This is an optimization exercise on Yosys and OpenROAD, whose aim is small area and a short achievable clock period, not a production implementation. In this exercise RTL edits were held to simulation tests only and were not proved equivalent to the original. No driver is modelled on the clock port, so clocking that relies on it looks cheaper here than on a real chip. Power is estimated from default activity; no workload was simulated.

## fp_mult
module fp_mult(
input logic [31:0]    dataA,
input logic [31:0]    dataB,
input logic clock,
output logic [31:0]   result
);
Size: ~200 flip-flops, roughly 97 I/O pins, ~18000 um2 of cells after synthesis.
export LEC_CHECK = 0
export CAP_MARGIN = 40
export CORE_MARGIN = 2
export CORE_UTILIZATION = 40
export SETUP_SLACK_MARGIN = 5
export SLEW_MARGIN = 40
export SYNTH_HIERARCHICAL = 1
export BUFFER_PORTS_ARGS = -buffer_cell sky130_fd_sc_hd__buf_2
create_clock -name core_clock -period 9.0 [get_ports {clock}]
standard.sh (not shown) runs the stock make flow with config.mk's settings and CLKGATE_MAP_FILE= SYNTH_SCRIPT=/design/flow/synth_recipe.tcl, a recipe that flattens the netlist after the stock synthesis.
==> flow/flow/run.sh <==
#!/bin/bash
set -o pipefail
export BUFFER_PORTS_ARGS="-buffer_cell sky130_fd_sc_hd__buf_2"
echo "export BUFFER_PORTS_ARGS = -buffer_cell sky130_fd_sc_hd__buf_2" >> config.mk
bash standard.sh > standard.log 2>&1
Rerun with:
CAP_MARGIN = 50   (was 40)
SLEW_MARGIN = 60   (was 40)
Non-clock buffer count goes up by 1.
Area after synthesis does not change.
Total power stays flat.
Global-route usage goes down by 0.10 points.
Sequential share of layout area barely changes.

---

Setup of pepper:
Another version of the RTL of fp_mult (not shown whole).
For scale: about 200 flip-flops, about 97 I/O pins, ~0.018 mm2 of cells after synthesis.
export LEC_CHECK = 0
export CAP_MARGIN = 50
export CORE_MARGIN = 2
export CORE_UTILIZATION = 40
export HOLD_SLACK_MARGIN = 0.1
export SETUP_SLACK_MARGIN = 5
export SLEW_MARGIN = 60
export SYNTH_HIERARCHICAL = 1
create_clock -name core_clock -period 9.0 [get_ports {clock}]
==> flow/flow/run.sh <==
#!/bin/bash
set -o pipefail
export BUFFER_PORTS_ARGS="-buffer_cell sky130_fd_sc_hd__buf_2"
export POST_CTS_TCL="$PWD/flow/skew.tcl"
export SKEW_R2="${SKEW_R2:-sky130_fd_sc_hd__clkdlybuf4s18_1 sky130_fd_sc_hd__clkdlybuf4s15_1 sky130_fd_sc_hd__clkbuf_8}"
export SKEW_R3="${SKEW_R3:-sky130_fd_sc_hd__clkdlybuf4s15_1 sky130_fd_sc_hd__clkbuf_8}"
bash standard.sh > standard.log 2>&1
==> flow/flow/skew.tcl <==
set block [ord::get_db_block]
set db [ord::get_db]
set rank2 {^(r2_|cl\$|s2\$|nan2\$|inf2\$|zero2\$|er2\\?\[)}
set rank3 {^result\\?\[}
set groups [dict create]
foreach inst [$block getInsts] {
  set nm [$inst getName]
  if {[regexp $rank2 $nm]} {
    set r 2
  } elseif {[regexp $rank3 $nm]} {
    set r 3
  } else {
    continue
  }
  set it [$inst findITerm CLK]
  if {$it eq "NULL" || $it eq ""} continue
  dict lappend groups "$r [[$it getNet] getName]" $it
}
set k 0
set moved 0
dict for {key iterms} $groups {
  lassign $key r netname
  set net [$block findNet $netname]
  set sx 0; set sy 0
  foreach it $iterms {
    set loc [[$it getInst] getLocation]
    set sx [expr {$sx + [lindex $loc 0]}]
    set sy [expr {$sy + [lindex $loc 1]}]
  }
  set n [llength $iterms]
  set x [expr {$sx / $n}]
  set y [expr {$sy / $n}]
  set j 0
  foreach cell $::env(SKEW_R$r) {
    set out [odb::dbNet_create $block "clk_skew_net_${k}_$j"]
    $out setSigType CLOCK
    set c [odb::dbInst_create $block [$db findMaster $cell] "clk_skew_${k}_$j"]
    [$c findITerm A] connect $net
    [$c findITerm X] connect $out
    $c setLocation $x $y
    $c setPlacementStatus PLACED
    set net $out
    incr j
  }
  foreach it $iterms {
    $it disconnect
    $it connect $net
  }
  incr moved $n
  incr k
}
puts "skew: $moved registers in $k groups; rank 2 behind $::env(SKEW_R2); rank 3 behind $::env(SKEW_R3)"
detailed_placement
check_placement -verbose
estimate_parasitics -placement
report_clock_skew
For xenon, these inputs were changed with respect to pepper:
diff --git a/flow/flow/skew.tcl b/flow/flow/skew.tcl
--- a/flow/flow/skew.tcl
+++ b/flow/flow/skew.tcl
@@ -2,4 +2,4 @@
 set db [ord::get_db]
-set rank2 {^(r2_|cl\$|s2\$|nan2\$|inf2\$|zero2\$|er2\\?\[)}
-set rank3 {^result\\?\[}
+set rank2 {^r2_(1[7-9]|2[0-9]|3[0-7])_}
+set rank3 {^(r2_|cl\$|s2\$|nan2\$|inf2\$|zero2\$|er2\\?\[|result\\?\[)}
 set groups [dict create]
## What came out
xenon finished end to end and its layout was clean on timing, DRC and antenna. Status: wire length of the first global-routing pass parity (xenon, pepper). pepper ended up with more cell instances than xenon did. Re largest net degree at the start of global routing: no difference whatsoever between xenon and pepper. In xenon, required time at the worst-slack endpoint is lower than in pepper. Reported for xenon and pepper, placed cell count turned out identical to the last digit. Between pepper and xenon, the net switching power figure does not differ in any meaningful way. For pepper, the class of the most critical setup path was flip-flop to flip-flop, unlike xenon, where it was flip-flop to output port. The maximum fanout along the worst path number comes out lower for xenon vs pepper. In xenon relative to pepper, leakage dissipation had gone down slightly. On count of nets after finishing, the lower figure sits with xenon, not pepper.
--- input diff xenon..harbor ---
==> flow/flow/run.sh <==
#!/bin/bash
set -o pipefail
export BUFFER_PORTS_ARGS="-buffer_cell sky130_fd_sc_hd__buf_2"
export POST_CTS_TCL="$PWD/flow/skew.tcl"
export SKEW_CELL="${SKEW_CELL:-sky130_fd_sc_hd__clkdlybuf4s25_1}"
export SKEW_BUF="${SKEW_BUF:-sky130_fd_sc_hd__clkbuf_8}"
bash standard.sh > standard.log 2>&1
==> flow/flow/skew.tcl <==
set block [ord::get_db_block]
set db [ord::get_db]
set dly_master [$db findMaster $::env(SKEW_CELL)]
set buf_master [$db findMaster $::env(SKEW_BUF)]
set late {^(r2_|cl\$|s2\$|nan2\$|inf2\$|zero2\$|er2\\?\[|result\\?\[)}
set groups [dict create]
foreach inst [$block getInsts] {
  if {![regexp $late [$inst getName]]} continue
  set it [$inst findITerm CLK]
  if {$it eq "NULL" || $it eq ""} continue
  set net [$it getNet]
  dict lappend groups [$net getName] $it
}
set k 0
set moved 0
dict for {netname iterms} $groups {
  set net [$block findNet $netname]
  set mid_net [odb::dbNet_create $block "clk_late_mid_$k"]
  $mid_net setSigType CLOCK
  set late_net [odb::dbNet_create $block "clk_late_$k"]
  $late_net setSigType CLOCK
  set dly [odb::dbInst_create $block $dly_master "clk_late_dly_$k"]
  [$dly findITerm A] connect $net
  [$dly findITerm X] connect $mid_net
  set buf [odb::dbInst_create $block $buf_master "clk_late_buf_$k"]
  [$buf findITerm A] connect $mid_net
  [$buf findITerm X] connect $late_net
  set sx 0; set sy 0
  foreach it $iterms {
    $it disconnect
    $it connect $late_net
    set loc [[$it getInst] getLocation]
    set sx [expr {$sx + [lindex $loc 0]}]
    set sy [expr {$sy + [lindex $loc 1]}]
  }
  set n [llength $iterms]
  incr moved $n
  $dly setLocation [expr {$sx / $n}] [expr {$sy / $n}]
  $dly setPlacementStatus PLACED
  $buf setLocation [expr {$sx / $n}] [expr {$sy / $n}]
  $buf setPlacementStatus PLACED
  incr k
}
puts "skew: $moved registers on $k leaf nets moved behind $::env(SKEW_CELL) and $::env(SKEW_BUF)"
detailed_placement
check_placement -verbose
estimate_parasitics -placement
report_clock_skew
diff --git a/flow/config.mk b/flow/config.mk
--- a/flow/config.mk
+++ b/flow/config.mk
@@ -10,2 +10,4 @@
 export CORE_UTILIZATION = 40
+export CTS_CLUSTER_DIAMETER = 60
+export CTS_CLUSTER_SIZE = 30
 export HOLD_SLACK_MARGIN = 0.1
Notes after the runs:
- harbor: done, clean on timing, DRC and antenna
- For harbor, the end point of the critical path was r2_28_1, unlike xenon, where it was result[22].
- [compare] base=xenon new=harbor: setup slack lost 84 ps, minimum clock period after layout picked up an extra 84 ps, fraction of the core area covered by cells at the end of the flow lost 0.27 points, via count lost 94.
- fa_1 as the standard cell with the maximum stage delay on the critical path was reported by harbor, and dfxtp_1 by xenon.
[inputs] lagoon vs harbor
diff --git a/flow/config.mk b/flow/config.mk
--- a/flow/config.mk
+++ b/flow/config.mk
@@ -9,5 +9,3 @@
 export CORE_MARGIN = 2
-export CORE_UTILIZATION = 40
-export CTS_CLUSTER_DIAMETER = 60
-export CTS_CLUSTER_SIZE = 30
+export CORE_UTILIZATION = 60
 export HOLD_SLACK_MARGIN = 0.1
[summary]
Every stage of the flow completed for lagoon, and the final layout passed the timing, design-rule and antenna checks. Delta(final clock period utilization by the worst path, lagoon - harbor) > 0. Compared with harbor, in lagoon cell area after layout lost 1.4%, number of vias in the routed layout now sits at about the same level, area of the multi-input gates did not really move, combinational power shows a reduction of about 2%.
Here is what was changed in the inputs of onyx compared with lagoon.
==> flow/flow/run.sh <==
#!/bin/bash
set -o pipefail
export BUFFER_PORTS_ARGS="-buffer_cell sky130_fd_sc_hd__buf_2"
export POST_CTS_TCL="$PWD/flow/skew.tcl"
export SKEW_CELL="${SKEW_CELL:-sky130_fd_sc_hd__clkdlybuf4s50_1}"
export SKEW_BUF="${SKEW_BUF:-sky130_fd_sc_hd__clkbuf_8}"
bash standard.sh > standard.log 2>&1
diff --git a/flow/config.mk b/flow/config.mk
--- a/flow/config.mk
+++ b/flow/config.mk
@@ -9,3 +9,3 @@
 export CORE_MARGIN = 2
-export CORE_UTILIZATION = 60
+export CORE_UTILIZATION = 40
 export HOLD_SLACK_MARGIN = 0.1
- Relative to lagoon, number of global-route vias before repair has increased by about 1.1% in onyx.
- Going from lagoon to onyx, share of total power in the clock network comparable, utilization now smaller, final cycle utilization of the critical path now larger.
- The standard cells in onyx occupy more silicon area than those in lagoon do.
- onyx vs lagoon on proportion of power drawn by combinational gates: onyx is the higher one.
- lagoon → onyx: worst setup slack has decreased; die area rose about 50%.
- Placed cell count (onyx over lagoon): increase, 9.7%
- On placeable core region, lagoon beats onyx.
- For onyx, the timing endpoint of the critical path was result[22], unlike lagoon, where it was r2_28_1.
- Sort lagoon and onyx by wire length of the first global-routing pass asc -> top: lagoon

## re-timing with driven ports
How much do the figures lean on ideal ports? The routed layouts below were timed once more, with nothing changed but the port constraints.
Step 1 sets driving cells, clkbuf_16 on the clock port and buf_2 on the other inputs (assumed; they add their load-dependent delay and slew).
Step 2, shift: input delay + t, output delay - t, t = (earliest + latest rising clock arrival at the registers) / 2. This alone moves slack from input paths to output paths.
Three values: ideal ports, drivers, drivers and shift; two values: the first two.
run	t, ns	slack for setup (ns)	latest minus earliest clock arrival (ns)	worst register clock-pin slew, ns
the first run of note 1	0.536	5.229 / 5.229 / 5.229	0.018 / 0.018	0.08 / 0.08
the second run of note 1	0.531	5.343 / 5.343 / 5.343	0.019 / 0.018	0.09 / 0.09
pepper	0.799	5.642 / 5.642 / 5.642	0.567 / 0.567	0.10 / 0.10
xenon	0.804	5.862 / 5.808 / 5.877	0.571 / 0.572	0.10 / 0.10
harbor	0.746	5.778 / 5.732 / 5.778	0.460 / 0.460	0.10 / 0.10
lagoon	0.705	5.605 / 5.605 / 5.605	0.450 / 0.450	0.09 / 0.09
onyx	0.858	5.563 / 5.510 / 5.746	0.686 / 0.687	0.10 / 0.10
In 5 of these runs the clock reaches the registers at very different times; t lies between them, and the last value is a rough guide only.
